Background: an optimization exercise with open tools, aiming at small area, a short achievable clock period and few clock cycles. Do not read the settings as production practice. RTL that was checked went through simulation tests only; none was proved equivalent to the original. No functional check of the RTL was part of runs 4 and 5. Power and IR drop assume default switching activity.

==> flow/config.mk <==
export PLATFORM = sky130hd
export DESIGN_NAME = top
export DESIGN_NICKNAME = top
export VERILOG_FILES = /design/flow/design.v
export SDC_FILE = /design/flow/constraint.sdc
export NUM_CORES = 8
export LEC_CHECK = 0
export CAP_MARGIN = 20
export CORE_MARGIN = 2
export CORE_UTILIZATION = 55
export CTS_CLUSTER_DIAMETER = 80
export CTS_CLUSTER_SIZE = 25
export PLACE_DENSITY = 0.7
export SETUP_SLACK_MARGIN = 3.7
export SLEW_MARGIN = 20
export SYNTH_HIERARCHICAL = 1
export SYNTH_MINIMUM_KEEP_SIZE = 0
==> flow/constraint.sdc <==
create_clock -name core_clock -period 6.5 [get_ports {clk_i}]
set_input_delay 1.3000 -clock core_clock [delete_from_list [all_inputs] [get_ports {clk_i}]]
set_output_delay 1.3000 -clock core_clock [all_outputs]
set_load 0.01 [all_outputs]
==> flow/design.v <==
module top (
    input         clk_i,
    input         rst_i,
    input  [7:0]  addr_i,
    input  [31:0] data_i,
    input         wr_vi,
    output [31:0] data_o
);
wire       op_w  = wr_vi & ~addr_i[7] & ~addr_i[6];  
wire       op_x  = wr_vi & ~addr_i[7] &  addr_i[6];  
wire       op_c  = wr_vi &  addr_i[7] & ~addr_i[6];  
wire       op_st = wr_vi &  addr_i[7] &  addr_i[6];  
wire       op_rd = addr_i[7] & ~addr_i[6];           
wire [3:0] a     = addr_i[3:0];
wire       clr   = ~rst_i;                           
reg [8:0] W [16];
reg [8:0] X [16];
reg [15:0] xv;
reg        pok;
wire       fast = pok & (&xv);
reg        rc;
reg [4:0]  rn;
reg        rc_op;           
wire       rc_clr = rc & (rn == 5'd2);
wire       vst    = rc & (rn == 5'd19);
reg [7:1] q;
always_ff @(posedge clk_i or negedge rst_i)
    if (!rst_i) begin
        q   <= '0;
        rc  <= 1'b0;
        rn  <= '0;
        xv  <= '0;
        pok <= 1'b1;
    end else begin
        q <= {q[6:1], (op_st & fast) | vst};
        if (op_st & ~fast) begin
            rc <= 1'b1;
            rn <= '0;
        end else if (rc) begin
            rn <= rn + 5'd1;
            if (vst) rc <= 1'b0;
        end
        if (q[1]) begin
            xv  <= '0;
            pok <= 1'b1;
        end else if (op_x) begin
            xv[a] <= 1'b1;
            if (xv[a]) pok <= 1'b0;
        end else if (op_w) begin
            if (|(xv & (16'hF << {a[3:2], 2'b00}))) pok <= 1'b0;
        end
    end
wire idle_next = ~(op_st | rc | q[1] | q[2] | q[3] | q[4] | q[5] | q[6]);
always_ff @(posedge clk_i)
    for (int n = 0; n < 16; n++) begin
        if (clr | (op_w & a == n)) W[n] <= data_i[8:0] & {9{rst_i}};
        if (clr | (op_x & a == n)) X[n] <= data_i[8:0] & {9{rst_i}};
    end
reg [3:0] ri_oh, rk_oh;         
always_ff @(posedge clk_i or negedge rst_i)
    if (!rst_i) begin
        rc_op <= 1'b0;
        ri_oh <= '0;
        rk_oh <= '0;
    end else begin
        logic [3:0] n;
        logic       nx;
        n  = 4'(rn - 5'd2);         
        nx = rc & (rn >= 5'd2) & (rn <= 5'd17);
        rc_op <= nx;
        ri_oh <= nx ? 4'b1 << n[3:2] : 4'd0;
        rk_oh <= nx ? 4'b1 << n[1:0] : 4'd0;
    end
function automatic logic [14:0] booth_enc(input logic [8:0] b);
    logic [10:0] bx;
    logic [14:0] r;
    bx = {b[8], b, 1'b0};
    for (int t = 0; t < 5; t++) begin
        r[3*t+2] = bx[2*t+2];
        r[3*t+1] = bx[2*t+1] ^ bx[2*t];
        r[3*t]   = (bx[2*t+2] & ~bx[2*t+1] & ~bx[2*t]) | (~bx[2*t+2] & bx[2*t+1] & bx[2*t]);
    end
    booth_enc = r;
endfunction
wire [3:0] oh_i = (op_x ? 4'b1 << a[3:2] : 4'd0) | ri_oh;
wire [3:0] oh_k = (op_x ? 4'b1 << a[1:0] : 4'd0) | rk_oh;
logic [8:0] xval;
logic [143:0] wflat;
wire  [59:0]  opd;
always_comb
    for (int n = 0; n < 16; n++) wflat[9*n +: 9] = W[n];
opsel_m u_opsel (.w(wflat), .oh_i(oh_i), .bd(opd));
always_comb begin
    xval = '0;
    for (int e = 0; e < 4; e++) begin
        logic [8:0] rx;
        rx = '0;
        for (int r = 0; r < 4; r++)
            rx = rx | (X[4*r+e] & {9{ri_oh[r]}});
        xval = xval | (rx & {9{rk_oh[e]}});
    end
end
reg        sa_v;
reg [9:0]  sa_d;
reg [14:0] sa_bd [4];      
reg [3:0]  sa_k;           
always_ff @(posedge clk_i or negedge rst_i)
    if (!rst_i) sa_v <= 1'b0;
    else        sa_v <= op_x | rc_op;
always_ff @(posedge clk_i) begin
    logic [8:0] d;
    d = rc_op ? xval : data_i[8:0];
    sa_d <= {d[8], d};
    sa_k <= oh_k;
    for (int m = 0; m < 4; m++)
        sa_bd[m] <= opd[15*m +: 15];
end
function automatic logic [39:0] mul_cs(input logic [9:0] d, input logic [14:0] bd);
    logic [19:0] rows [5];
    logic [19:0] nk;
    logic [19:0] s1, c1, s2, c2, s3, c3, s4, c4;
    nk = 20'hAAC00;                        
    for (int t = 0; t < 5; t++) begin
        logic [10:0] xm, rw;
        xm = bd[3*t+1] ? {d[9], d} : bd[3*t] ? {d, 1'b0} : 11'd0;
        rw = xm ^ {11{bd[3*t+2]}};
        rw[10] = ~rw[10];
        rows[t] = 20'(rw) << (2*t);
        nk[2*t] = bd[3*t+2];
    end
    s1 = rows[0] ^ rows[1] ^ rows[2];
    c1 = ((rows[0] & rows[1]) | (rows[0] & rows[2]) | (rows[1] & rows[2])) << 1;
    s2 = rows[3] ^ rows[4] ^ nk;
    c2 = ((rows[3] & rows[4]) | (rows[3] & nk) | (rows[4] & nk)) << 1;
    s3 = s1 ^ c1 ^ s2;
    c3 = ((s1 & c1) | (s1 & s2) | (c1 & s2)) << 1;
    s4 = s3 ^ c3 ^ c2;
    c4 = ((s3 & c3) | (s3 & c2) | (c3 & c2)) << 1;
    mul_cs = {s4, c4};
endfunction
function automatic logic [3:0] lane_addr(input int m, input int e);
    lane_addr = 4'(4 * m + e);
endfunction
reg [19:0] P [16];
reg [31:0] C [16];
reg        sb_v, sc_v;
reg [19:0] sb_s  [4];
reg [19:0] sb_c  [4];
reg [3:0]  sb_k;
reg [19:0] sc_p  [4];     
reg [3:0]  sc_k;
reg [19:0] pr    [4];     
logic [20:0] lsum [4];    
reg   [1:0]  adj  [4];    
logic [11:0] chsel [4];   
reg [3:0]  rsel;
reg        fwd;
reg        crdl, cwrl, chil, pzl;
reg [3:0]  crdv, cwrv, chiv;
always_ff @(posedge clk_i or negedge rst_i)
    if (!rst_i) begin
        sb_v <= 1'b0;
        sc_v <= 1'b0;
    end else begin
        sb_v <= sa_v;
        sc_v <= sb_v;
    end
always_ff @(posedge clk_i) begin
    logic [3:0] ri;
    ri = |q[4:1] ? q[4:1] : sa_k;
    rsel <= ri;
    fwd  <= sb_v && ri == sb_k;
    crdl <= |q[4:1];
    crdv <= q[4:1];
    cwrl <= |q[5:2];
    cwrv <= q[5:2];
    chil <= |q[6:3];
    chiv <= q[6:3];
    pzl  <= |q[5:2] | rc_clr;
    sb_k <= sa_k;
    sc_k <= sb_k;
end
wire [39:0] msc [4];
wire [19:0] bsum [4];
wire [20:0] lsw [4];
wire [11:0] hiw [4];
for (genvar g = 0; g < 4; g++) begin : g_lane
    mul_cs_m u_mul (.d(sa_d), .bd(sa_bd[g]), .sc(msc[g]));
    add20_m  u_b2  (.a(sb_s[g]), .b(sb_c[g]), .s(bsum[g]));
    add21_m  u_l   (.a(pr[g]), .b(sc_p[g]), .s(lsw[g]));
    hiadj_m  u_h   (.ch(chsel[g]), .adj(adj[g]), .s(hiw[g]));
end
always_ff @(posedge clk_i)
    for (int m = 0; m < 4; m++) begin
        logic [39:0] sc;
        logic [19:0] pv, cv;
        sc = msc[m];
        sb_s[m] <= sc[39:20];
        sb_c[m] <= sc[19:0];
        pv = '0;
        cv = '0;
        for (int e = 0; e < 4; e++) begin
            pv = pv | (P[lane_addr(m, e)] & {20{rsel[e]}});
            cv = cv | (C[lane_addr(m, e)][19:0] & {20{crdv[e]}});
        end
        sc_p[m] <= crdl ? cv : bsum[m];
        pr[m]   <= fwd ? lsum[m][19:0] : pv;
    end
always_comb
    for (int m = 0; m < 4; m++)
        lsum[m] = lsw[m];
always_ff @(posedge clk_i)
    for (int m = 0; m < 4; m++)
        adj[m] <= {~lsum[m][20] & pr[m][19], lsum[m][20] & ~pr[m][19]};
always_ff @(posedge clk_i)
    for (int m = 0; m < 4; m++)
        for (int e = 0; e < 4; e++)
            if (clr | pzl & (cwrv[e] | ~cwrl) | (sc_v & sc_k[e]))
                P[lane_addr(m, e)] <= lsum[m][19:0] & {20{rst_i & ~pzl}};
always_ff @(posedge clk_i)
    for (int m = 0; m < 4; m++) begin
        logic [19:0] dlo;
        logic [11:0] dhi;
        dlo = cwrl ? lsum[m][19:0] : data_i[19:0] & {20{rst_i}};
        dhi = chil ? hiw[m] : data_i[31:20] & {12{rst_i}};
        for (int e = 0; e < 4; e++) begin
            if (clr | cwrv[e] | (op_c && a == lane_addr(m, e)))
                C[lane_addr(m, e)][19:0] <= dlo;
            if (clr | chiv[e] | (op_c && a == lane_addr(m, e)))
                C[lane_addr(m, e)][31:20] <= dhi;
        end
    end
always_comb
    for (int m = 0; m < 4; m++) begin
        chsel[m] = '0;
        for (int e = 0; e < 4; e++)
            chsel[m] = chsel[m] | (C[lane_addr(m, e)][31:20] & {12{chiv[e]}});
    end
reg [31:0] dout;
logic [511:0] cflat;
wire  [31:0]  dnext;
always_comb
    for (int n = 0; n < 16; n++) cflat[32*n +: 32] = C[n];
rdmux_m u_rd (.c(cflat), .rd(op_rd), .a(a), .idle(idle_next), .d(dnext));
always_ff @(posedge clk_i)
    dout <= dnext;
assign data_o = dout;
endmodule
module mul_cs_m (input [9:0] d, input [14:0] bd, output [39:0] sc);
    logic [19:0] rows [5];
    logic [19:0] nk;
    logic [19:0] s1, c1, s2, c2, s3, c3, s4, c4;
    always_comb begin
        nk = 20'hAAC00;                    
        for (int t = 0; t < 5; t++) begin
            logic [10:0] xm, rw;
            xm = bd[3*t+1] ? {d[9], d} : bd[3*t] ? {d, 1'b0} : 11'd0;
            rw = xm ^ {11{bd[3*t+2]}};
            rw[10] = ~rw[10];
            rows[t] = 20'(rw) << (2*t);
            nk[2*t] = bd[3*t+2];
        end
        s1 = rows[0] ^ rows[1] ^ rows[2];
        c1 = ((rows[0] & rows[1]) | (rows[0] & rows[2]) | (rows[1] & rows[2])) << 1;
        s2 = rows[3] ^ rows[4] ^ nk;
        c2 = ((rows[3] & rows[4]) | (rows[3] & nk) | (rows[4] & nk)) << 1;
        s3 = s1 ^ c1 ^ s2;
        c3 = ((s1 & c1) | (s1 & s2) | (c1 & s2)) << 1;
        s4 = s3 ^ c3 ^ c2;
        c4 = ((s3 & c3) | (s3 & c2) | (c3 & c2)) << 1;
    end
    assign sc = {s4, c4};
endmodule
module add20_m (input [19:0] a, input [19:0] b, output [19:0] s);
    assign s = a + b;
endmodule
module add21_m (input [19:0] a, input [19:0] b, output [20:0] s);
    assign s = {1'b0, a} + {1'b0, b};
endmodule
module hiadj_m (input [11:0] ch, input [1:0] adj, output [11:0] s);
    assign s = adj[1] ? ch - 12'd1 : adj[0] ? ch + 12'd1 : ch;
endmodule
module opsel_m (input [143:0] w, input [3:0] oh_i, output [59:0] bd);
    function automatic logic [14:0] benc(input logic [8:0] b);
        logic [10:0] bx;
        logic [14:0] r;
        bx = {b[8], b, 1'b0};
        for (int t = 0; t < 5; t++) begin
            r[3*t+2] = bx[2*t+2];
            r[3*t+1] = bx[2*t+1] ^ bx[2*t];
            r[3*t]   = (bx[2*t+2] & ~bx[2*t+1] & ~bx[2*t]) | (~bx[2*t+2] & bx[2*t+1] & bx[2*t]);
        end
        benc = r;
    endfunction
    logic [59:0] r;
    always_comb
        for (int m = 0; m < 4; m++) begin
            logic [8:0] b;
            b = '0;
            for (int i = 0; i < 4; i++)
                b = b | (w[9*(4*i+m) +: 9] & {9{oh_i[i]}});
            r[15*m +: 15] = benc(b);
        end
    assign bd = r;
endmodule
module rdmux_m (input [511:0] c, input rd, input [3:0] a, input idle, output [31:0] d);
    logic [31:0] v;
    always_comb begin
        v = {31'd0, idle & ~rd};
        for (int n = 0; n < 16; n++)
            v = v | (c[32*n +: 32] & {32{rd && a == n}});
    end
    assign d = v;
endmodule
==> flow/run.sh <==
#!/bin/bash
# synth_recipe.tcl (not shown) runs the flow's synth.tcl, then flattens the netlist and writes it again
# the make line also repeats each setting of config.mk as NAME=value (left out here)
make -C /OpenROAD-flow-scripts/flow DESIGN_CONFIG=/design/flow/config.mk WORK_HOME=/design/flow/orfs CLKGATE_MAP_FILE= SYNTH_SCRIPT=/design/flow/synth_recipe.tcl finish
==> results.tsv, run 1 <==
stage	metric	value	unit
die	die_width	380	microns
worst_setup_path	cp.arrival	3570	ps
flow_run	drv_cap	0	
pwr	vdd_drop_max	0.381	mV
status	outcome	finished clean	
place	routabilityCongestion	1.01	
routing	drtPass1Iterations	10	
worst_setup_path	reg2reg_from	sb_s[3][6]$_DFF_P_	
die	io_pins	75	
cts	path_clk_slew	100	ps
worst_setup_path	rr_worst_depth	8	
timing	fmaxAchievable	0.347	GHz
finish	fin_util	60.2	%
cts	ctsHoldBuffers	0	
global_routing	grt_pass1_wl	352	mm
hold_path	hold_end	sb_k[3]$_DFF_P_	
timing	fin_ws	3610	ps
global_routing	grt_max_degree	122	
yosys	netlist_instances	6373	
yosys	synth_edf_count	1120	
die	fp.dieH	380	microns
timing	drv_slew	0	
worst_setup_path	critical_path_class	in -> reg	
worst_setup_path	crit_path_max_fanout	45	
die	coreArea	141000	sq um
die	die_area	145000	sq um
place	dp_slack	1580	ps
cts	cts_buffers	80	
yosys	ys_seq_area_share	56.2	%
routing	drt-vias-per-instance	6.67	
yosys	synth.largest_area_cell	edfxtp_1	
hold_path	hp-class	reg -> reg	
global_routing	grt-ovfl-total	0	
cts	cts.path.max_buffers	3	
routing	drtIter0Drc	8198	
cts	cts_max_level	3	
worst_setup_path	required	7180	ps
finish	final_common_cell	edfxtp_1	
yosys	synth_area_leaders	edfxtp_1 43%, dfxtp_1 12%, a22oi_1 7.2%, ha_1 4.6%, xnor2_1 2.9%	
yosys	ys_ff_latch	1617	
finish	area_growth_syn_to_layout	8.99	%
routing	vias	55067	
worst_setup_path	critPathCaptureType	flip-flop	
yosys	syn_avg_cell_area	12.2	sq um
timing	min_period	2890	ps
place	place_area	79900	sq um
global_routing	grt_antenna_before_repair	16	
pwr	power	49.9	mW
worst_setup_path	r2r_setup_slack	3640	ps
hold_path	hold_start	sa_k[3]$_DFF_P_	
timing	rsz0062_at_grt	yes	
cts	clock_latency	760	ps
yosys	synth_top_area_share	43.2	%
yosys	synth_area	77900	sq um
yosys	synth_flop_cell	edfxtp_1	
yosys	synth_async_sr_flop_share	2.54	%
finish	finalInstanceArea	84900	sq um
cts	cts_tree	done	
timing	worst_slew_pin_slew	1120	ps
die	start_util	55.2	%
hold_path	hold_depth	0	
worst_setup_path	timing.rr.end	sc_p[3][19]$_DFF_P_	
routing	wl_per_cell	29.9	microns
die	row_count	138	
global_routing	grtUsageTotal	32.9	%
routing	drc	0	
place	dp_hpwl	165	mm
timing	holdWs	373	ps
timing	finalHoldViolCount	0	
pwr	power.leakage	32.0	nW
cts	clock-sinks	1617	
pwr	power_density	588	nW/um^2
timing	relSlewSlack	25.6	%
cts	root_buffer	clkbuf_16	
yosys	yosys_warnings	35	
finish	stdcell_count	8260	
timing	setup_tns	0	ps
finish	final_cell_mix	1120 x edfxtp_1, 737 x a22oi_1, 524 x nand2_1	
global_routing	grt_pass1_vias	51962	
routing	wl	247	mm
routing	ant_nets	0	
timing	fin_worst_skew	51.0	ps
place	dpl.cell_count	8026	
place	portBuffers	72	
finish	drive_gt1_share	12.9	%
worst_setup_path	startpoint_type	input pin	
timing	setup-violations-final	0	
timing	post-route-period-util	44.4	%
yosys	synth.distinct_cells	108	
finish	fin_nets	6729	
[synthesized netlist by cell type, types with 21 or more instances]
master / instances
buf_6: 25
buf_1: 21
a22oi_1: 747
edfxtp_1: 1120
inv_1: 181
nor2b_1: 54
nand4_1: 53
nand3_1: 104
ha_1: 285
a21oi_1: 203
nor2_1: 215
o21ai_0: 183
and2_1: 108
o22ai_1: 39
a31oi_1: 114
dfxtp_1: 456
buf_2: 104
mux2_2: 107
a21o_1: 47
and3_1: 36
nand2_1: 565
dfrtp_1: 40
fa_1: 104
xor2_1: 150
a211oi_1: 33
buf_4: 43
mux2i_1: 97
o211ai_1: 35
clkbuf_1: 224
o21ai_1: 27
a22o_1: 166
xnor2_1: 254
[worst max-delay path, cell delays in order]
cell     delay (ps)
buf_6           410
buf_4           400
and2_2          410
nand3_2         390
o22ai_1         290
a21oi_1         120
nand4_1         140
[cell families after synthesis]
logic type      Yosys count  synth area share, %
compound gates         1852                 17.4
flops                  1617                 56.2
simple gates           1275                 7.82
buf+inv                 609                 3.60
xor+xnor                405                 4.56
fa+ha+maj               389                 7.25
mux                     217                 3.12
other cells               9               0.0434
[Yosys stat by module, one instance, submodules excluded]
module	copies in the design	cell area, sq um	flops+latches
opsel_m	1	1650	0
mul_cs_m	4	2090	0
hiadj_m	4	400	0
add21_m	4	1010	0
top	1	54300	1617
rdmux_m	1	3920	0
add20_m	4	1000	0
[sequential cells by signal, summed over array words and instances (netlist names), 32 cells and up]
name / count
C: 512
P: 320
W: 144
X: 144
dout: 32
pr: 80
sa_bd: 60
sb_c: 80
sb_s: 80
sc_p: 80
[report_power, final]
| part | switching, mW | internal [mW] | total [mW] |
|---|---|---|---|
| clock network | 3.39 | 2.62 | 6.01 |
| logic | 16.6 | 9.69 | 26.3 |
| registers | 2.27 | 15.4 | 17.6 |
[how the worst max path moves through the flow]
stage	startpoint	endpoint	slack [ps]
after global routing	sb_s[3][6]$_DFF_P_	sc_p[3][19]$_DFF_P_	3620
after detailed placement	addr_i[6]	dout[1]$_DFF_P_	1580
after global placement	addr_i[6]	dout[1]$_DFF_P_	1620
after CTS	sb_s[3][0]$_DFF_P_	sc_p[3][18]$_DFF_P_	3640
final	addr_i[2]	dout[26]$_DFF_P_	3610
after floorplan	addr_i[6]	W[10][0]$_DFFE_PP_	3500
[layer usage]
layer	vias up	global-route usage [%]	part of all wire, %
met5	-	0	0.012
met4	6	16.4	6.3
met1	27113	43.2	37
li1	23978	-	-
met3	654	8.28	11
met2	3316	50.8	45
[final cells by class]
type,instances,area [sq um]
antenna,5,12.5
clock buffer,123,2270
clock inverter,27,339
fill,11026,56100
inverter,185,694
multi-input combinational,4166,32800
sequential,1617,43900
tap,1890,2360
timing repair buffer,247,2480
[repair_timing]
| item | CTS | global route |
|---|---|---|
| pin swaps | 23 | 28 |
| endpoints found under the setup margin | 1831 | 659 |
| setup buffers | 46 | 20 |
| resized for setup | 289 | 176 |
| cloned | 5 | 8 |
Testbench counts, summed over its fixed seeds: cycles 13,056.
==> inputs of run 2 (changes only) <==
--- a/flow/config.mk
+++ b/flow/config.mk
@@ -11,5 +11,5 @@
 export CTS_CLUSTER_DIAMETER = 80
 export CTS_CLUSTER_SIZE = 25
-export PLACE_DENSITY = 0.7
+export PLACE_DENSITY = 0.8
 export SETUP_SLACK_MARGIN = 3.7
 export SLEW_MARGIN = 20
==> run 2 against run 1 <==
Still clean on timing, DRC and antenna; synthesized cell count did not move; critical path depth fell by 4; clock skew shrank 4.9 ps; critical endpoint is now P[4][18]$_DFFE_PP_.
==> results.tsv, run 2 <==
stage	metric	value	unit	change
status	outcome	finished clean		
timing	min_period	3170	ps	+287 ps
cts	clock_latency	760	ps	about the same
cts	cts_buffers	85		+6.3%
yosys	synthTopCellsByCount	1120 x edfxtp_1, 747 x a22oi_1, 565 x nand2_1, 456 x dfxtp_1, 285 x ha_1		
finish	reg_top3	C (512), P (320)		
global_routing	grt_antenna_before_repair	22		+6
global_routing	grt_max_degree	86		-30%
yosys	synth.distinct_cells	108		unchanged
yosys	synth_area	77900	sq um	unchanged
routing	drtIter0Drc	8254		+0.68%
pwr	vdd_drop_max	0.325	mV	-15%
timing	finalHoldViolCount	0		unchanged
yosys	ys_ff_latch	1617		unchanged
place	routabilityCongestion	1.04		+2.6%
worst_setup_path	cp.arrival	3560	ps	about the same
die	start_util	55.2	%	unchanged
cts	cts_max_level	3		unchanged
yosys	yosys_warnings	35		unchanged
timing	fmaxAchievable	0.315	GHz	-9.0%
cts	clock-sinks	1617		unchanged
pwr	power.leakage	32.0	nW	about the same
die	coreArea	141000	sq um	unchanged
finish	drive_gt1_share	12.3	%	-0.61 points
timing	post-route-period-util	48.8	%	+4.4 points
yosys	syn_avg_cell_area	12.2	sq um	unchanged
die	fp.dieH	380	microns	unchanged
routing	wl	244	mm	-1.3%
timing	worst_slew_pin_slew	1180	ps	+66.7 ps
routing	vias	55995		+1.7%
routing	drc	0		unchanged
yosys	synth_area_leaders	edfxtp_1 43%, dfxtp_1 12%, a22oi_1 7.2%, ha_1 4.6%, xnor2_1 2.9%		
pwr	power_density	591	nW/um^2	+0.57%
yosys	synth.largest_area_cell	edfxtp_1		
timing	drv_slew	0		unchanged
yosys	synth_top_area_share	43.2	%	unchanged
hold_path	hp-class	reg -> reg		
die	row_count	138		unchanged
pwr	power	50.1	mW	+0.47%
global_routing	grtUsageTotal	32.2	%	-0.65 points
finish	final_cell_mix	1120 x edfxtp_1, 740 x a22oi_1, 538 x nand2_1		
place	portBuffers	72		unchanged
global_routing	grt-ovfl-total	0		unchanged
finish	final_common_cell	edfxtp_1		
global_routing	grt_pass1_vias	53202		+2.4%
die	die_area	145000	sq um	unchanged
worst_setup_path	startpoint_type	flip-flop		
yosys	synth_flop_cell	edfxtp_1		
cts	path_clk_slew	100	ps	about the same
yosys	synth_edf_count	1120		unchanged
routing	ant_nets	0		unchanged
worst_setup_path	crit_path_max_fanout	42		-6.7%
flow_run	drv_cap	0		unchanged
worst_setup_path	critical_path_class	reg -> reg		
worst_setup_path	required	6890	ps	-290 ps
yosys	synth_async_sr_flop_share	2.54	%	unchanged
yosys	yosysMostFrequentCell	edfxtp_1		
cts	ctsHoldBuffers	0		unchanged
finish	largest_register_ffs	512		unchanged
finish	area_growth_syn_to_layout	8.88	%	about the same
finish	top_register	C		
worst_setup_path	critPathCaptureType	flip-flop		
cts	cts_tree	done		
cts	root_buffer	clkbuf_16		
timing	relSlewSlack	21.2	%	-4.4 points
global_routing	grt_pass1_wl	348	mm	-1.1%
timing	setup_tns	0	ps	unchanged
yosys	ys_seq_area_share	56.2	%	unchanged
routing	drt-vias-per-instance	6.78		+1.7%
finish	fin_nets	6722		-0.10%
die	die_width	380	microns	unchanged
timing	rsz0062_at_grt	yes		
routing	drtPass1Iterations	11		+1
finish	fillers	10657		-3.3%
yosys	netlist_instances	6373		unchanged
timing	fin_worst_skew	46.1	ps	-4.92 ps
routing	wl_per_cell	29.6	microns	-1.3%
timing	setup-violations-final	0		unchanged
die	io_pins	75		unchanged
place	dp_hpwl	158	mm	-4.2%
cts	cts.path.max_buffers	3		unchanged
## run 2: cell counts after synthesis
Identical to the previous run, type by type.
## run 2: kinds of logic (layout without fill, tap and decap cells)
kind of cell	after synthesis	after routing	synth area share (%)
xor gates and xnor gates	405	405	4.56
adders and majority gates	389	389	7.25
AOI/OAI and AO/OA	1852	1859	17.4
DFF	1617	1617	56.2
muxes	217	217	3.12
and+or+nand+nor	1275	1276	7.82
buffers and inverters	609	580	3.60
other	9	23	0.0434
## run 2: per-stage QoR
step / instance area [sq um] / instances / utilization (%) / hold slack, ps / worst slack (ps)
after global placement: 79900 / 8022 / 56.6 / 336 / 1640
after CTS: 83800 / 8221 / 59.4 / 357 / 3480
final: 84800 / 8256 / 60.1 / 357 / 3330
after global routing: 84800 / 8253 / 60.1 / 365 / 3500
after floorplan: 78100 / 6384 / - / 323 / 3500
after detailed placement: 79900 / 8022 / 56.6 / 336 / 1620
## run 2: path summary, 6_finish.rpt
kind | slack (ps) | start | end | cells past startpoint
min | 360 | sa_v$_DFF_PN0_ | sb_v$_DFF_PN0_ | 0
max reg2reg | 3330 | sc_v$_DFF_PN0_ | P[4][18]$_DFFE_PP_ | 3
max | 3330 | sc_v$_DFF_PN0_ | P[4][18]$_DFFE_PP_ | 3
min reg2reg | 360 | sa_v$_DFF_PN0_ | sb_v$_DFF_PN0_ | 0
max in group asynchronous | 5020 | rst_i | xv[3]$_DFFE_PN0N_ | 2
min in group asynchronous | 520 | rst_i | sa_v$_DFF_PN0_ | 1
## run 2: metal layers
layer  share of wire, %  wire, microns  track usage [%]  vias to the layer above
met3                 14          34700             10.9                      914
met2                 44         107000             49.0                     4018
met4                7.3          17800             18.5                       22
met1                 35          84600             40.3                    27069
met5              0.058            142                0                        -
li1                   -              -                -                    23972
## run 2: repair_timing
item                        CTS  global route
gates cloned                  7             7
pin swaps                    14            28
buffers inserted             32            25
resized for setup           225           178
setup endpoints to repair  1509           875
## run 2: Yosys stat by module, one instance, submodules excluded
module / cells / cell area (sq um)
top: 3252 / 54300
add20_m: 132 / 1000
add21_m: 142 / 1010
rdmux_m: 536 / 3920
opsel_m: 197 / 1650
hiadj_m: 61 / 400
mul_cs_m: 262 / 2090
## run 2: worst max-delay path, stage by stage, from the launching register on
cell and delay (ps):
dfrtp_1 1080, nand2_1 500, nand3_4 510, buf_4 670
## run 2: cell type report
| cell class | instances | area (sq um) | share of cell area, % |
|---|---|---|---|
| inverter | 185 | 694 | 0.819 |
| clock buffer | 125 | 2350 | 2.77 |
| sequential | 1617 | 43900 | 51.8 |
| tap | 1890 | 2360 | 2.79 |
| clock inverter | 35 | 472 | 0.556 |
| multi-input combinational | 4166 | 32600 | 38.4 |
| timing repair buffer | 235 | 2420 | 2.86 |
| antenna | 3 | 7.51 | 0.00885 |
## run 2: power breakdown
part           switching (mW)  internal [mW]  total (mW)
clock network            3.51           2.70        6.21
registers                2.35           15.4        17.7
logic                    16.6           9.63        26.2
total                    22.4           27.7        50.1
==> inputs of run 3 (changes only) <==
--- a/flow/config.mk
+++ b/flow/config.mk
@@ -10,6 +10,6 @@
 export CORE_UTILIZATION = 55
 export CTS_CLUSTER_DIAMETER = 80
-export CTS_CLUSTER_SIZE = 25
-export PLACE_DENSITY = 0.8
+export CTS_CLUSTER_SIZE = 30
+export PLACE_DENSITY = 0.7
 export SETUP_SLACK_MARGIN = 3.7
 export SLEW_MARGIN = 20
==> run 3 against run 2 <==
Critical path depth rose by 6; still clean on timing, DRC and antenna; non-clock buffer count is 16 higher; highest routed layer unchanged; clock skew increased by 5.9 ps; area after synthesis is the same; worst setup slack better by 310 ps; power is 0.74% lower; maximum frequency increased by 11%; register-to-register slack better by 340 ps.
==> results.tsv, run 3 <==
stage	metric	value	unit	change
status	outcome	finished clean		
routing	ant_nets	0		unchanged
place	dp_slack	1580	ps	-39.8 ps
worst_setup_path	crit_path_max_fanout	10		-76%
timing	post-route-period-util	44.0	%	-4.8 points
yosys	synth_flop_cell	edfxtp_1		
worst_setup_path	max_stage_delay	590	ps	-490 ps
timing	relSlewSlack	25.8	%	+4.6 points
hold_path	hp-class	reg -> reg		
worst_setup_path	crit_buf_inv	4		+3
yosys	ys_ff_latch	1617		unchanged
pwr	switching_share	44.9	%	+0.13 points
die	row_count	138		unchanged
place	portBuffers	72		unchanged
finish	final_cell_mix	1120 x edfxtp_1, 736 x a22oi_1, 522 x nand2_1		
cts	clock_latency	750	ps	about the same
timing	worst_slew_pin_slew	1110	ps	-69.0 ps
pwr	p_int	27.4	mW	-0.98%
yosys	synth.distinct_cells	108		unchanged
pwr	power_density	586	nW/um^2	-0.77%
cts	cts_tree	done		
worst_setup_path	reg2reg_from	sc_p[0][3]$_DFF_P_		
yosys	synth_area_leaders	edfxtp_1 43%, dfxtp_1 12%, a22oi_1 7.2%, ha_1 4.6%, xnor2_1 2.9%		
worst_setup_path	critPathCaptureType	flip-flop		
routing	drt-vias-per-instance	6.69		-1.4%
global_routing	grt_pass1_wl	352	mm	+1.0%
worst_setup_path	timing.rr.end	C[0][18]$_DFFE_PP_		
worst_setup_path	r2r_setup_slack	3670	ps	+340 ps
finish	stdcell_count	8250		-0.073%
place	dpl.cell_count	8026		+0.050%
finish	area_growth_syn_to_layout	8.92	%	about the same
yosys	synthMuxAreaShare	3.12	%	unchanged
worst_setup_path	crit_top_cell	buf_4		
yosys	ys_seq_area_share	56.2	%	unchanged
yosys	yosysMostFrequentCell	edfxtp_1		
finish	largest_register_ffs	512		unchanged
flow_run	drv_cap	0		unchanged
timing	holdWs	356	ps	-0.272 ps
worst_setup_path	cp.arrival	3560	ps	about the same
yosys	synth_async_sr_flop_share	2.54	%	unchanged
pwr	vdd_drop_max	0.399	mV	+23%
routing	drc	0		unchanged
yosys	synth-compound-area-share	17.4	%	unchanged
yosys	synthAdderAreaFrac	7.25	%	unchanged
yosys	synth_edf_count	1120		unchanged
die	die_area	145000	sq um	unchanged
cts	cts_buffers	74		-13%
yosys	netlist_instances	6373		unchanged
yosys	synth_simple_gate_area_share	7.82	%	unchanged
cts	path_clk_slew	120	ps	+20 ps
finish	drive_gt1_share	13.1	%	+0.78 points
global_routing	grt_pass1_vias	51935		-2.4%
cts	cts_max_level	3		unchanged
finish	final_common_cell	edfxtp_1		
timing	setup-violations-final	0		unchanged
cts	clock-sinks	1617		unchanged
hold_path	hold_depth	0		unchanged
pwr	power.leakage	32.0	nW	about the same
finish	fillers	10999		+3.2%
yosys	yosys_warnings	35		unchanged
timing	finalHoldViolCount	0		unchanged
global_routing	grt_antenna_before_repair	17		-23%
pwr	pwr-share-clk	11.8	%	-0.6 points
worst_setup_path	critical_path_class	in -> reg		
yosys	synth.largest_area_cell	edfxtp_1		
finish	fin_nets	6728		+0.089%
die	die_width	380	microns	unchanged
die	io_pins	75		unchanged
place	routabilityCongestion	1.01		-2.5%
yosys	syn_avg_cell_area	12.2	sq um	unchanged
routing	drtPass1Iterations	9		-2
die	fp.dieH	380	microns	unchanged
timing	drv_slew	0		unchanged
finish	top_register	C		
hold_path	hold_start	sb_k[1]$_DFF_P_		
die	coreArea	141000	sq um	unchanged
timing	setup_tns	0	ps	unchanged
hold_path	hold_end	sc_k[1]$_DFF_P_		
timing	min_period	2860	ps	-314 ps
pwr	pwr-share-comb	52.8	%	+0.5 points
yosys	synth_area	77900	sq um	unchanged
worst_setup_path	crit_chain	dlygate4sd2_1, nor2b_4, buf_12, buf_4, buf_4, nand4bb_1, o22ai_1, a2111oi_0, nand3_1		
worst_setup_path	rr_worst_depth	7		+4
worst_setup_path	cp_top_family	simple AND/OR/NAND/NOR gates		
die	start_util	55.2	%	unchanged
cts	root_buffer	clkbuf_16		
cts	cts.path.max_buffers	3		unchanged
pwr	seqPwrFrac	35.4	%	about the same
routing	vias	55174		-1.5%
yosys	synth_top_area_share	43.2	%	unchanged
timing	fin_worst_skew	52.1	ps	+5.94 ps
routing	wl_per_cell	29.9	microns	+1.2%
place	dp_hpwl	165	mm	+4.4%
yosys	synth_top_family_by_area	compound AO/OA/AOI/OAI gates		
global_routing	grt_max_degree	122		+42%
worst_setup_path	required	7200	ps	+310 ps
pwr	power_switching	22.3	mW	-0.44%
global_routing	grtUsageTotal	32.9	%	+0.65 points
worst_setup_path	startpoint_type	input pin		
worst_setup_path	crit_path_top_delay_cell	nand4bb_1		
timing	rsz0062_at_grt	yes		
finish	reg_top3	C (512), P (320)		
yosys	synthTopCellsByCount	1120 x edfxtp_1, 747 x a22oi_1, 565 x nand2_1, 456 x dfxtp_1, 285 x ha_1		
timing	fin_ws	3640	ps	+314 ps
routing	drtIter0Drc	7910		-4.2%
routing	wl	247	mm	+1.1%
global_routing	grt-ovfl-total	0		unchanged
yosys	synth_xor_area_share	4.56	%	unchanged
timing	fmaxAchievable	0.350	GHz	+11%
==> run 3: cell families after synthesis <==
| kind of cell | after synthesis |
|---|---|
| compound gates | 1852 |
| xor+xnor | 405 |
| fa+ha+maj | 389 |
| buf+inv | 609 |
| flops | 1617 |
| mux | 217 |
| other cells | 9 |
| simple gates | 1275 |
==> run 3: stage by stage <==
step | util (%) | power (mW) | instance area [sq um]
floorplan | - | 33.2 | 78100
global placement | 56.7 | 41.5 | 79900
detailed placement | 56.7 | 42.1 | 79900
CTS | 59.4 | 48.5 | 83800
global route | 60.2 | 52.8 | 84900
finish | 60.2 | 49.8 | 84900
==> run 3: final cells by class <==
| class | instances | area [sq um] | share of cell area [%] |
|---|---|---|---|
| sequential | 1617 | 43900 | 51.8 |
| antenna | 3 | 7.51 | 0.00885 |
| clock inverter | 37 | 483 | 0.569 |
| tap | 1890 | 2360 | 2.79 |
| inverter | 185 | 694 | 0.818 |
| multi-input combinational | 4167 | 32900 | 38.7 |
| timing repair buffer | 251 | 2520 | 2.97 |
| clock buffer | 100 | 1990 | 2.35 |
==> run 3: routing by layer <==
metal / GRT usage [%] / share of wire (%) / vias up
met2: 50.7 / 45 / 3375
met5: 0 / 0.051 / -
met4: 16.5 / 6.5 / 20
li1: - / - / 23969
met1: 43.2 / 37 / 27118
met3: 8.32 / 11 / 692
==> run 3: power by group through the flow <==
| stage | registers (mW) | clock network (mW) | logic [mW] |
|---|---|---|---|
| final | 17.6 | 5.86 | 26.3 |
| after global placement | 17.6 | 0 | 23.9 |
| after CTS | 17.5 | 5.87 | 25.2 |
| after global routing | 17.9 | 6.22 | 28.7 |
| after floorplan | 16.4 | 0 | 16.8 |
| after detailed placement | 17.7 | 0 | 24.4 |
==> run 3: what timing repair did <==
item	CTS	global route
buffers inserted	45	25
hold buffers	0	0
gates resized for setup	289	181
endpoints found under the setup margin	1846	676
gates cloned	6	8
endpoints found under the hold margin	0	0
pin swaps	21	32
==> run 3: how the worst max path moves through the flow <==
stage | depth (start not counted) | slack (ps) | endpoint | from
2_1_floorplan | 4 | 3500 | W[10][0]$_DFFE_PP_ | addr_i[6]
3_3_place_gp | 7 | 1620 | dout[1]$_DFF_P_ | addr_i[6]
3_5_place_dp | 7 | 1580 | dout[1]$_DFF_P_ | addr_i[6]
4_1_cts | 8 | 3700 | C[14][18]$_DFFE_PP_ | pr[3][0]$_DFF_P_
5_1_grt | 8 | 3640 | sb_s[2][10]$_DFF_P_ | sa_bd[2][3]$_DFF_P_
6_report | 9 | 3640 | dout[14]$_DFF_P_ | addr_i[7]
==> run 3: Yosys stat by module (local to each module, per instance) <==
module | flip-flops and latches | cells | cell area (sq um) | times used
mul_cs_m | 0 | 262 | 2090 | 4
add21_m | 0 | 142 | 1010 | 4
rdmux_m | 0 | 536 | 3920 | 1
hiadj_m | 0 | 61 | 400 | 4
opsel_m | 0 | 197 | 1650 | 1
top | 1617 | 3252 | 54300 | 1
add20_m | 0 | 132 | 1000 | 4
==> inputs of run 4 (changes only) <==
--- a/flow/design.v
+++ b/flow/design.v
@@ -87,5 +87,5 @@
 logic [8:0] xval;
 logic [143:0] wflat;
-wire  [59:0]  opd;
+wire  [35:0]  opd;
 always_comb
     for (int n = 0; n < 16; n++) wflat[9*n +: 9] = W[n];
@@ -103,5 +103,5 @@
 reg        sa_v;
 reg [9:0]  sa_d;
-reg [14:0] sa_bd [4];      
+reg [8:0]  sa_bd [4];      
 reg [3:0]  sa_k;           
 always_ff @(posedge clk_i or negedge rst_i)
@@ -114,5 +114,5 @@
     sa_k <= oh_k;
     for (int m = 0; m < 4; m++)
-        sa_bd[m] <= opd[15*m +: 15];
+        sa_bd[m] <= opd[9*m +: 9];
 end
 function automatic logic [39:0] mul_cs(input logic [9:0] d, input logic [14:0] bd);
@@ -186,5 +186,5 @@
 wire [11:0] hiw [4];
 for (genvar g = 0; g < 4; g++) begin : g_lane
-    mul_cs_m u_mul (.d(sa_d), .bd(sa_bd[g]), .sc(msc[g]));
+    mul_cs_m u_mul (.d(sa_d), .b(sa_bd[g]), .sc(msc[g]));
     add20_m  u_b2  (.a(sb_s[g]), .b(sb_c[g]), .s(bsum[g]));
     add21_m  u_l   (.a(pr[g]), .b(sc_p[g]), .s(lsw[g]));
@@ -247,5 +247,15 @@
 assign data_o = dout;
 endmodule
-module mul_cs_m (input [9:0] d, input [14:0] bd, output [39:0] sc);
+module mul_cs_m (input [9:0] d, input [8:0] b, output [39:0] sc);
+    logic [10:0] bx;
+    logic [14:0] bd;
+    always_comb begin
+        bx = {b[8], b, 1'b0};
+        for (int t = 0; t < 5; t++) begin
+            bd[3*t+2] = bx[2*t+2];
+            bd[3*t+1] = bx[2*t+1] ^ bx[2*t];
+            bd[3*t]   = (bx[2*t+2] & ~bx[2*t+1] & ~bx[2*t]) | (~bx[2*t+2] & bx[2*t+1] & bx[2*t]);
+        end
+    end
     logic [19:0] rows [5];
     logic [19:0] nk;
@@ -281,24 +291,11 @@
     assign s = adj[1] ? ch - 12'd1 : adj[0] ? ch + 12'd1 : ch;
 endmodule
-module opsel_m (input [143:0] w, input [3:0] oh_i, output [59:0] bd);
-    function automatic logic [14:0] benc(input logic [8:0] b);
-        logic [10:0] bx;
-        logic [14:0] r;
-        bx = {b[8], b, 1'b0};
-        for (int t = 0; t < 5; t++) begin
-            r[3*t+2] = bx[2*t+2];
-            r[3*t+1] = bx[2*t+1] ^ bx[2*t];
-            r[3*t]   = (bx[2*t+2] & ~bx[2*t+1] & ~bx[2*t]) | (~bx[2*t+2] & bx[2*t+1] & bx[2*t]);
-        end
-        benc = r;
-    endfunction
-    logic [59:0] r;
+module opsel_m (input [143:0] w, input [3:0] oh_i, output [35:0] bd);
+    logic [35:0] r;
     always_comb
         for (int m = 0; m < 4; m++) begin
-            logic [8:0] b;
-            b = '0;
+            r[9*m +: 9] = '0;
             for (int i = 0; i < 4; i++)
-                b = b | (w[9*(4*i+m) +: 9] & {9{oh_i[i]}});
-            r[15*m +: 15] = benc(b);
+                r[9*m +: 9] = r[9*m +: 9] | (w[9*(4*i+m) +: 9] & {9{oh_i[i]}});
         end
     assign bd = r;
--- a/flow/config.mk
+++ b/flow/config.mk
@@ -10,5 +10,5 @@
 export CORE_UTILIZATION = 55
 export CTS_CLUSTER_DIAMETER = 80
-export CTS_CLUSTER_SIZE = 30
+export CTS_CLUSTER_SIZE = 25
 export PLACE_DENSITY = 0.7
 export SETUP_SLACK_MARGIN = 3.7
==> run 4 against run 3 <==
Die area grew 1.8%; worst hold slack lost 14 ps; register-to-register slack lost 200 ps; non-clock buffer count grew 203; largest cell class unchanged.
==> results.tsv, run 4 <==
stage	metric	value	unit	change
cts	cts.path.max_buffers	3		unchanged
worst_setup_path	critical_path_class	reg -> reg		
worst_setup_path	cp.arrival	3700	ps	+140 ps
yosys	yosys_warnings	35		unchanged
cts	path_clk_slew	100	ps	-20 ps
yosys	synth_area	79300	sq um	+1.8%
yosys	netlist_instances	6683		+4.9%
cts	cts_max_level	3		unchanged
global_routing	grtUsageTotal	34.4	%	+1.5 points
timing	rsz0062_at_grt	yes		
worst_setup_path	required	7170	ps	-30 ps
timing	relSlewSlack	22.7	%	-3.1 points
global_routing	grt_antenna_before_repair	16		-1
place	dp_slack	2030	ps	+449 ps
routing	drt-vias-per-instance	6.82		+2.0%
timing	drv_slew	0		unchanged
die	io_pins	75		unchanged
routing	wl	266	mm	+7.7%
worst_setup_path	r2r_setup_slack	3470	ps	-200 ps
place	dpl.cell_count	8289		+3.3%
timing	worst_slew_pin_slew	1160	ps	+46.0 ps
hold_path	hp-class	reg -> reg		
place	routabilityCongestion	1.01		-0.53%
finish	finalInstanceArea	89700	sq um	+5.6%
timing	setup_tns	0	ps	unchanged
yosys	ys_ff_latch	1593		-1.5%
finish	final_common_cell	edfxtp_1		
routing	drc	0		unchanged
finish	top_register	C		
cts	root_buffer	clkbuf_16		
worst_setup_path	timing.rr.end	sb_s[0][10]$_DFF_P_		
global_routing	grt_pass1_wl	372	mm	+5.8%
die	die_area	147000	sq um	+1.8%
timing	post-route-period-util	46.6	%	+2.6 points
global_routing	grt_pass1_vias	54913		+5.7%
yosys	synth.largest_area_cell	edfxtp_1		
routing	wl_per_cell	30.5	microns	+2.1%
finish	fillers	10963		-0.33%
cts	clock-sinks	1593		-1.5%
timing	fmaxAchievable	0.330	GHz	-5.6%
yosys	syn_avg_cell_area	11.9	sq um	-2.9%
yosys	synth_area_leaders	edfxtp_1 42%, dfxtp_1 11%, a22oi_1 6.4%, ha_1 4.4%, fa_1 2.6%		
yosys	yosysMostFrequentCell	edfxtp_1		
die	fp.dieH	384	microns	+0.88%
finish	largest_register_ffs	512		unchanged
yosys	synth.distinct_cells	106		-1.9%
pwr	power.leakage	34.1	nW	+6.5%
place	place_area	80900	sq um	+1.3%
yosys	synthTopCellsByCount	1120 x edfxtp_1, 672 x a22oi_1, 501 x nand2_1, 432 x dfxtp_1, 405 x a21oi_1		
worst_setup_path	cp-startpoint	sa_d[8]$_DFF_P_		
finish	reg_top3	C (512), P (320)		
finish	area_growth_syn_to_layout	13.1	%	
die	row_count	139		+0.72%
routing	vias	59390		+7.6%
finish	drive_gt1_share	19.8	%	+6.8 points
routing	drtPass1Iterations	7		-2
die	start_util	55.3	%	+0.10 points
cts	clock_latency	740	ps	about the same
worst_setup_path	rr_worst_depth	12		+5
yosys	synth_async_sr_flop_share	2.57	%	+0.038 points
cts	cts_buffers	80		+8.1%
routing	drtIter0Drc	7791		-1.5%
timing	holdWs	342	ps	-14.4 ps
pwr	power_density	596	nW/um^2	+1.6%
worst_setup_path	crit_path_max_fanout	4		-6
worst_setup_path	reg2reg_from	sa_d[8]$_DFF_P_		
die	coreArea	143000	sq um	+1.6%
place	portBuffers	72		unchanged
global_routing	grt_max_degree	85		-30%
yosys	synth_flop_cell	edfxtp_1		
worst_setup_path	startpoint_type	flip-flop		
finish	stdcell_count	8705		+5.5%
die	die_width	384	microns	+0.88%
global_routing	grt-ovfl-total	0		unchanged
yosys	synth_edf_count	1120		unchanged
cts	ctsHoldBuffers	0		unchanged
place	dp_hpwl	170	mm	+2.7%
finish	fin_nets	7164		+6.5%
pwr	power	53.4	mW	+7.3%
timing	fin_ws	3470	ps	-169 ps
yosys	ys_seq_area_share	54.6	%	-1.6 points
worst_setup_path	critPathCaptureType	flip-flop		
worst_setup_path	cp-endpoint	sb_s[0][10]$_DFF_P_		
finish	final_cell_mix	1120 x edfxtp_1, 649 x a22oi_1, 442 x nand2_1		
timing	setup-violations-final	0		unchanged
cts	cts_tree	done		
flow_run	drv_cap	0		unchanged
timing	finalHoldViolCount	0		unchanged
finish	fin_util	62.6	%	+2.4 points
routing	ant_nets	0		unchanged
pwr	vdd_drop_max	0.307	mV	-23%
timing	fin_worst_skew	56.0	ps	+3.99 ps
yosys	synth_top_area_share	42.4	%	-0.75 points
timing	min_period	3030	ps	+169 ps
status	outcome	finished clean		
run 4: per-layer routing:
metal	vias up	wire [microns]	part of all wire [%]	GRT usage (%)
li1	25488	-	-	-
met3	849	32300	12	8.37
met2	3849	115000	43	51.0
met5	-	114	0.043	0
met4	16	20800	7.8	21.4
met1	29188	97500	37	45.5
run 4: worst min path at each step:
stage	startpoint	depth (start not counted)	to
after floorplan	sa_k[2]$_DFF_P_	0	sb_k[2]$_DFF_P_
after global placement	sa_v$_DFF_PN0_	0	sb_v$_DFF_PN0_
after detailed placement	sa_k[2]$_DFF_P_	0	sb_k[2]$_DFF_P_
after CTS	sb_k[0]$_DFF_P_	0	sc_k[0]$_DFF_P_
after global routing	sb_k[0]$_DFF_P_	0	sc_k[0]$_DFF_P_
final	sb_k[0]$_DFF_P_	0	sc_k[0]$_DFF_P_
run 4: where the power goes:
| part | switching [mW] | leakage (nW) | total (mW) | internal [mW] |
|---|---|---|---|---|
| clock network | 3.32 | 1.23 | 5.89 | 2.57 |
| logic | 18.7 | 17.3 | 30.3 | 11.7 |
| registers | 2.10 | 15.5 | 17.2 | 15.1 |
run 4: kinds of logic after synthesis:
family	Yosys count	synth area share, %
AOI/OAI and AO/OA	2117	18.9
other	8	0.0379
adders and majority gates	413	7.43
DFF	1593	54.6
muxes	264	3.70
and+or+nand+nor	1331	8.26
xor gates and xnor gates	233	2.57
buffers and inverters	724	4.45
run 4: worst max-delay path, cell delays in order (launching register included):
cell	delay, ps
dfxtp_4	490
buf_12	180
buf_16	120
buf_8	120
buf_12	120
inv_6	40
nor3b_4	170
a21oi_2	60
fa_2	570
inv_2	40
fa_2	530
inv_2	40
fa_2	510
run 4: layout make-up:
class	count	area [sq um]	area share [%]
clock inverters	24	303	0.338
flip-flops and latches	1593	43500	48.6
repair buffers	454	5240	5.85
clock buffers	121	2250	2.51
inverters	221	846	0.943
multi-input cells	4386	35100	39.1
well taps	1903	2380	2.66
diodes	3	7.51	0.00837
run 4: what timing repair did:
item	CTS	global route
setup buffers	114	118
resized for setup	498	356
cloned	22	14
setup endpoints to repair	1729	745
pin swaps	97	147
run 4: Yosys stat by module (local to each module, per instance):
module | cell area, sq um | flip-flops and latches | cells | copies in the design
hiadj_m | 400 | 0 | 61 | 4
opsel_m | 856 | 0 | 124 | 1
mul_cs_m | 2770 | 0 | 359 | 4
rdmux_m | 3920 | 0 | 536 | 1
top | 53800 | 1593 | 3247 | 1
add20_m | 1000 | 0 | 132 | 4
add21_m | 1010 | 0 | 142 | 4
==> inputs of run 5 (changes only) <==
--- a/flow/design.v
+++ b/flow/design.v
@@ -13,5 +13,25 @@
 wire       op_rd = addr_i[7] & ~addr_i[6];           
 wire [3:0] a     = addr_i[3:0];
-wire       clr   = ~rst_i;                           
+reg        pw_w, pw_x, pw_c;
+reg [3:0]  pw_a;
+reg [15:0] pw_oh;
+reg [31:0] pw_d;
+reg        clr;                                      
+always_ff @(posedge clk_i or negedge rst_i)
+    if (!rst_i) begin
+        pw_w <= 1'b0;
+        pw_x <= 1'b0;
+        pw_c <= 1'b0;
+    end else begin
+        pw_w <= op_w;
+        pw_x <= op_x;
+        pw_c <= op_c;
+    end
+always_ff @(posedge clk_i) begin
+    pw_a  <= a;
+    pw_oh <= 16'b1 << a;
+    pw_d  <= data_i;
+    clr   <= ~rst_i;
+end
 reg [8:0] W [16];
 reg [8:0] X [16];
@@ -50,10 +70,11 @@
             if (|(xv & (16'hF << {a[3:2], 2'b00}))) pok <= 1'b0;
         end
+        if (op_x & pw_w & (pw_a[3:2] == a[3:2])) pok <= 1'b0;
     end
 wire idle_next = ~(op_st | rc | q[1] | q[2] | q[3] | q[4] | q[5] | q[6]);
 always_ff @(posedge clk_i)
     for (int n = 0; n < 16; n++) begin
-        if (clr | (op_w & a == n)) W[n] <= data_i[8:0] & {9{rst_i}};
-        if (clr | (op_x & a == n)) X[n] <= data_i[8:0] & {9{rst_i}};
+        if (clr | (pw_w & pw_oh[n])) W[n] <= pw_d[8:0] & {9{~clr}};
+        if (clr | (pw_x & pw_oh[n])) X[n] <= pw_d[8:0] & {9{~clr}};
     end
 reg [3:0] ri_oh, rk_oh;         
@@ -85,17 +106,21 @@
 wire [3:0] oh_i = (op_x ? 4'b1 << a[3:2] : 4'd0) | ri_oh;
 wire [3:0] oh_k = (op_x ? 4'b1 << a[1:0] : 4'd0) | rk_oh;
+logic [8:0] roww [4];
 logic [8:0] xval;
 logic [143:0] wflat;
-wire  [35:0]  opd;
+wire  [59:0]  opd;
 always_comb
     for (int n = 0; n < 16; n++) wflat[9*n +: 9] = W[n];
-opsel_m u_opsel (.w(wflat), .oh_i(oh_i), .bd(opd));
+opsel_m u_opsel (.w(wflat), .oh_i(oh_i), .oh_k(oh_k), .bd(opd));
 always_comb begin
     xval = '0;
     for (int e = 0; e < 4; e++) begin
         logic [8:0] rx;
+        roww[e] = '0;
         rx = '0;
-        for (int r = 0; r < 4; r++)
+        for (int r = 0; r < 4; r++) begin
+            roww[e] = roww[e] | (W[4*r+e] & {9{oh_i[r]}});
             rx = rx | (X[4*r+e] & {9{ri_oh[r]}});
+        end
         xval = xval | (rx & {9{rk_oh[e]}});
     end
@@ -103,5 +128,5 @@
 reg        sa_v;
 reg [9:0]  sa_d;
-reg [8:0]  sa_bd [4];      
+reg [14:0] sa_bd [4];      
 reg [3:0]  sa_k;           
 always_ff @(posedge clk_i or negedge rst_i)
@@ -114,5 +139,5 @@
     sa_k <= oh_k;
     for (int m = 0; m < 4; m++)
-        sa_bd[m] <= opd[9*m +: 9];
+        sa_bd[m] <= opd[15*m +: 15];
 end
 function automatic logic [39:0] mul_cs(input logic [9:0] d, input logic [14:0] bd);
@@ -140,5 +165,5 @@
 endfunction
 function automatic logic [3:0] lane_addr(input int m, input int e);
-    lane_addr = 4'(4 * m + e);
+    lane_addr = 4'(4 * ((m - e) & 3) + e);
 endfunction
 reg [19:0] P [16];
@@ -186,5 +211,5 @@
 wire [11:0] hiw [4];
 for (genvar g = 0; g < 4; g++) begin : g_lane
-    mul_cs_m u_mul (.d(sa_d), .b(sa_bd[g]), .sc(msc[g]));
+    mul_cs_m u_mul (.d(sa_d), .bd(sa_bd[g]), .sc(msc[g]));
     add20_m  u_b2  (.a(sb_s[g]), .b(sb_c[g]), .s(bsum[g]));
     add21_m  u_l   (.a(pr[g]), .b(sc_p[g]), .s(lsw[g]));
@@ -217,15 +242,15 @@
         for (int e = 0; e < 4; e++)
             if (clr | pzl & (cwrv[e] | ~cwrl) | (sc_v & sc_k[e]))
-                P[lane_addr(m, e)] <= lsum[m][19:0] & {20{rst_i & ~pzl}};
+                P[lane_addr(m, e)] <= lsum[m][19:0] & {20{~clr & ~pzl}};
 always_ff @(posedge clk_i)
     for (int m = 0; m < 4; m++) begin
         logic [19:0] dlo;
         logic [11:0] dhi;
-        dlo = cwrl ? lsum[m][19:0] : data_i[19:0] & {20{rst_i}};
-        dhi = chil ? hiw[m] : data_i[31:20] & {12{rst_i}};
+        dlo = cwrl ? lsum[m][19:0] : pw_d[19:0] & {20{~clr}};
+        dhi = chil ? hiw[m] : pw_d[31:20] & {12{~clr}};
         for (int e = 0; e < 4; e++) begin
-            if (clr | cwrv[e] | (op_c && a == lane_addr(m, e)))
+            if (clr | cwrv[e] | (pw_c & pw_oh[lane_addr(m, e)]))
                 C[lane_addr(m, e)][19:0] <= dlo;
-            if (clr | chiv[e] | (op_c && a == lane_addr(m, e)))
+            if (clr | chiv[e] | (pw_c & pw_oh[lane_addr(m, e)]))
                 C[lane_addr(m, e)][31:20] <= dhi;
         end
@@ -242,20 +267,11 @@
 always_comb
     for (int n = 0; n < 16; n++) cflat[32*n +: 32] = C[n];
-rdmux_m u_rd (.c(cflat), .rd(op_rd), .a(a), .idle(idle_next), .d(dnext));
+rdmux_m u_rd (.c(cflat), .rd(op_rd), .a(a), .idle(idle_next),
+              .fw(pw_c), .fa(pw_a), .fd(pw_d), .d(dnext));
 always_ff @(posedge clk_i)
     dout <= dnext;
 assign data_o = dout;
 endmodule
-module mul_cs_m (input [9:0] d, input [8:0] b, output [39:0] sc);
-    logic [10:0] bx;
-    logic [14:0] bd;
-    always_comb begin
-        bx = {b[8], b, 1'b0};
-        for (int t = 0; t < 5; t++) begin
-            bd[3*t+2] = bx[2*t+2];
-            bd[3*t+1] = bx[2*t+1] ^ bx[2*t];
-            bd[3*t]   = (bx[2*t+2] & ~bx[2*t+1] & ~bx[2*t]) | (~bx[2*t+2] & bx[2*t+1] & bx[2*t]);
-        end
-    end
+module mul_cs_m (input [9:0] d, input [14:0] bd, output [39:0] sc);
     logic [19:0] rows [5];
     logic [19:0] nk;
@@ -291,20 +307,42 @@
     assign s = adj[1] ? ch - 12'd1 : adj[0] ? ch + 12'd1 : ch;
 endmodule
-module opsel_m (input [143:0] w, input [3:0] oh_i, output [35:0] bd);
-    logic [35:0] r;
-    always_comb
-        for (int m = 0; m < 4; m++) begin
-            r[9*m +: 9] = '0;
+module opsel_m (input [143:0] w, input [3:0] oh_i, input [3:0] oh_k, output [59:0] bd);
+    function automatic logic [14:0] benc(input logic [8:0] b);
+        logic [10:0] bx;
+        logic [14:0] r;
+        bx = {b[8], b, 1'b0};
+        for (int t = 0; t < 5; t++) begin
+            r[3*t+2] = bx[2*t+2];
+            r[3*t+1] = bx[2*t+1] ^ bx[2*t];
+            r[3*t]   = (bx[2*t+2] & ~bx[2*t+1] & ~bx[2*t]) | (~bx[2*t+2] & bx[2*t+1] & bx[2*t]);
+        end
+        benc = r;
+    endfunction
+    logic [8:0]  roww [4];
+    logic [59:0] r;
+    always_comb begin
+        for (int e = 0; e < 4; e++) begin
+            roww[e] = '0;
             for (int i = 0; i < 4; i++)
-                r[9*m +: 9] = r[9*m +: 9] | (w[9*(4*i+m) +: 9] & {9{oh_i[i]}});
+                roww[e] = roww[e] | (w[9*(4*i+e) +: 9] & {9{oh_i[i]}});
         end
+        for (int m = 0; m < 4; m++) begin
+            logic [8:0] b;
+            b = '0;
+            for (int e = 0; e < 4; e++)
+                b = b | (roww[e] & {9{oh_k[(m - e) & 3]}});
+            r[15*m +: 15] = benc(b);
+        end
+    end
     assign bd = r;
 endmodule
-module rdmux_m (input [511:0] c, input rd, input [3:0] a, input idle, output [31:0] d);
+module rdmux_m (input [511:0] c, input rd, input [3:0] a, input idle,
+                input fw, input [3:0] fa, input [31:0] fd, output [31:0] d);
     logic [31:0] v;
     always_comb begin
-        v = {31'd0, idle & ~rd};
+        if (rd && fw && fa == a) v = fd;
+        else v = {31'd0, idle & ~rd};
         for (int n = 0; n < 16; n++)
-            v = v | (c[32*n +: 32] & {32{rd && a == n}});
+            v = v | (c[32*n +: 32] & {32{rd && a == n && !(fw && fa == a)}});
     end
     assign d = v;
==> run 5 against run 4 <==
Still clean on timing, DRC and antenna; sequential share of layout area grew 1.9 points; critical path depth is 1 lower; flip-flop and latch count grew 80; non-clock buffer count down 138; maximum frequency fell by 2.6%; worst hold slack better by 16 ps; combinational power down 13%; worst setup slack worse by 80 ps; highest routed layer unchanged.
==> results.tsv, run 5 <==
stage	metric	value	unit	change
worst_setup_path	crit_path_top_delay_cell	or4b_1		
timing	fin_ws	3390	ps	-80.0 ps
timing	worst_slew_pin_slew	1220	ps	+60.4 ps
global_routing	grt_pass1_wl	376	mm	+0.93%
yosys	synth_async_sr_flop_share	2.63	%	+0.056 points
global_routing	grt_pass1_vias	54660		-0.46%
die	io_pins	75		unchanged
finish	largest_register_ffs	512		unchanged
cts	ctsHoldBuffers	0		unchanged
worst_setup_path	cp.arrival	3710	ps	about the same
yosys	syn_avg_cell_area	12.1	sq um	+2.0%
finish	fillers	11211		+2.3%
die	die_area	149000	sq um	+1.1%
yosys	synth_edf_count	1120		unchanged
yosys	netlist_instances	6623		-0.90%
place	dp_slack	1730	ps	-297 ps
routing	drtPass1Iterations	10		+3
timing	relSlewSlack	18.5	%	-4.2 points
cts	clock-sinks	1673		+5.0%
finish	drive_gt1_share	15.7	%	-4.2 points
cts	cts_tree	done		
finish	final_common_cell	edfxtp_1		
yosys	yosysMostFrequentCell	edfxtp_1		
routing	drtIter0Drc	8024		+3.0%
cts	cts.path.max_buffers	3		unchanged
yosys	synth.distinct_cells	105		-0.94%
place	dp_hpwl	174	mm	+2.7%
timing	holdWs	358	ps	+16.1 ps
worst_setup_path	required	7100	ps	-70 ps
worst_setup_path	crit_chain	ha_4, inv_2, fa_2, and2b_2, o2111ai_4, a311oi_4, buf_4, nor2_2, or4b_1, nand3b_1, a22o_4		
timing	min_period	3110	ps	+80.0 ps
yosys	synth_area_leaders	edfxtp_1 42%, dfxtp_1 13%, a22oi_1 6.8%, ha_1 4.5%, xnor2_1 2.9%		
routing	vias	57829		-2.6%
yosys	ys_ff_latch	1673		+5.0%
pwr	power.leakage	34.6	nW	+1.3%
place	routabilityCongestion	1.02		+1.5%
status	outcome	finished clean		
finish	final_cell_mix	1120 x edfxtp_1, 685 x a22oi_1, 562 x nand2_1		
global_routing	grt-ovfl-total	0		unchanged
cts	cts_buffers	90		+13%
routing	wl	269	mm	+1.1%
pwr	vdd_drop_max	0.373	mV	+22%
cts	root_buffer	clkbuf_16		
cts	clock_latency	780	ps	+40 ps
routing	drc	0		unchanged
cts	cts_max_level	3		unchanged
place	portBuffers	72		unchanged
finish	fin_nets	7074		-1.3%
yosys	synth_top_area_share	41.9	%	-0.47 points
pwr	power_density	569	nW/um^2	-4.6%
finish	fin_util	61.6	%	-0.98 points
yosys	synthTopCellsByCount	1120 x edfxtp_1, 726 x a22oi_1, 608 x nand2_1, 509 x dfxtp_1, 286 x ha_1		
finish	area_growth_syn_to_layout	11.5	%	
global_routing	grt_antenna_before_repair	17		+1
cts	path_clk_slew	100	ps	about the same
timing	post-route-period-util	47.8	%	+1.2 points
worst_setup_path	critical_path_class	reg -> reg		
die	row_count	140		+0.72%
timing	fmaxAchievable	0.322	GHz	-2.6%
yosys	ys_seq_area_share	56.0	%	+1.4 points
finish	reg_top3	C (512), P (320)		
worst_setup_path	startpoint_type	flip-flop		
die	start_util	55.2	%	-0.11 points
worst_setup_path	crit_path_max_fanout	4		unchanged
global_routing	grt_max_degree	112		+32%
routing	wl_per_cell	31.1	microns	+1.8%
worst_setup_path	max_stage_delay	480	ps	-90 ps
global_routing	grtUsageTotal	34.8	%	+0.44 points
worst_setup_path	critPathCaptureType	flip-flop		
timing	fin_worst_skew	59.1	ps	+3.05 ps
pwr	power	50.8	mW	-4.8%
die	die_width	386	microns	+0.56%
die	coreArea	145000	sq um	+1.3%
yosys	synth_flop_cell	edfxtp_1		
timing	setup-violations-final	0		unchanged
die	fp.dieH	386	microns	+0.56%
timing	setup_tns	0	ps	unchanged
timing	drv_slew	0		unchanged
yosys	synth.largest_area_cell	edfxtp_1		
timing	rsz0062_at_grt	yes		
routing	drt-vias-per-instance	6.69		-1.9%
routing	ant_nets	0		unchanged
finish	top_register	C		
hold_path	hp-class	reg -> reg		
timing	finalHoldViolCount	0		unchanged
yosys	yosys_warnings	38		+8.6%
flow_run	drv_cap	0		unchanged
yosys	synth_area	80200	sq um	+1.1%
[run 5: timing repair]
action                                  in CTS  in global routing
gates cloned                                14                 12
gates resized for setup                    345                289
pin swaps                                   52                 59
endpoints found under the setup margin     820                523
buffers inserted                            66                 75
[run 5: per-layer routing]
metal / wire length, microns / vias to the layer above / GRT usage [%]
met3: 34000 / 814 / 11.6
met4: 19800 / 16 / 19.6
met5: 108 / - / 0
li1: - / 24939 / -
met2: 116000 / 3695 / 51.4
met1: 98700 / 28365 / 45.0
[run 5: critical path: cells and delay by family, from the launching register on]
family	cells	cell delay (ps)
buffers and inverters	2	230
AOI/OAI and AO/OA	3	810
and+or+nand+nor	4	980
DFF	1	350
adders and majority gates	2	560
[run 5: cell type report]
class | count | area [sq um] | share of cell area (%)
multi-input cells | 4359 | 34800 | 39.0
repair buffers | 316 | 3310 | 3.71
clock buffers | 125 | 2450 | 2.74
well taps | 1917 | 2400 | 2.68
clock inverters | 44 | 524 | 0.586
diodes | 6 | 15.0 | 0.0168
inverters | 201 | 777 | 0.869
flip-flops and latches | 1673 | 45100 | 50.4
[run 5: final timing paths]
kind	from	end	slack (ps)	depth (start not counted)
max in group asynchronous	rst_i	pw_c$_DFF_PN0_	5540	1
min reg2reg	sa_v$_DFF_PN0_	sb_v$_DFF_PN0_	360	0
max	sc_p[0][0]$_DFF_P_	C[0][18]$_DFFE_PP_	3390	11
min in group asynchronous	rst_i	ri_oh[0]$_DFF_PN0_	520	1
min	sa_v$_DFF_PN0_	sb_v$_DFF_PN0_	360	0
max reg2reg	sc_p[0][0]$_DFF_P_	C[0][18]$_DFFE_PP_	3390	11
[run 5: through the flow]
stage | cells | area, sq um
floorplan | 6634 | 80600
global placement | 8299 | 82600
detailed placement | 8299 | 82600
CTS | 8548 | 87500
global route | 8635 | 89400
finish | 8641 | 89400
[run 5: cells by family (layout without fill, tap and decap cells)]
family	count (synthesis)	after routing	synth area share, %
mux	248	248	3.53
other cells	9	26	0.0421
xor+xnor	422	422	4.64
buf+inv	613	686	3.35
simple gates	1419	1419	8.50
compound gates	1849	1860	16.9
flops	1673	1673	56.0
fa+ha+maj	390	390	7.06
[run 5: Yosys stat by module (local to each module, per instance)]
module	flops+latches	cells inside	cell area, sq um
hiadj_m	0	61	400
mul_cs_m	0	270	2100
add20_m	0	132	1000
top	1673	3305	55400
opsel_m	0	310	2200
add21_m	0	140	998
rdmux_m	0	596	4560
[run 5: where the power goes]
part           switching, mW  internal [mW]
combinational           16.6           9.69
clock                   3.78           2.82
sequential              2.30           15.6

==> static timing again, ports no longer ideal <==
The results above use ideal ports. As a check the final layouts listed here were re-extracted and re-timed, cells and wires unchanged. Step 1 (the two cells are an assumption about what drives the block):
set clk [get_ports {clk_i}]
set_driving_cell -lib_cell sky130_fd_sc_hd__clkbuf_16 $clk
set_driving_cell -lib_cell sky130_fd_sc_hd__buf_2 [delete_from_list [all_inputs] $clk]
Step 2 times the ports against the registers' clock, not the clock port: input delays grow and output delays shrink by t, the midpoint of the rising clock arrivals with the driver on. Slacks: no drivers / after step 1 / after step 2; pairs: no drivers / after step 1.
run | shift t [ns] | setup slack, ns | pins driven straight from the clock port
run 1 | 0.810 | 3.614 / 3.626 / 2.815 | 1
run 2 | 0.812 | 3.327 / 3.327 / 2.774 | 1
run 3 | 0.807 | 3.642 / 3.662 / 2.865 | 1
run 4 | 0.801 | 3.473 / 3.473 / 2.801 | 1
run 5 | 0.831 | 3.393 / 3.393 / 2.788 | 1
After both steps setup and hold are still met in every run listed. The setup slack of run 1, which loses most, moves by +0.012 ns with the drivers and by -0.799 ns with both steps.
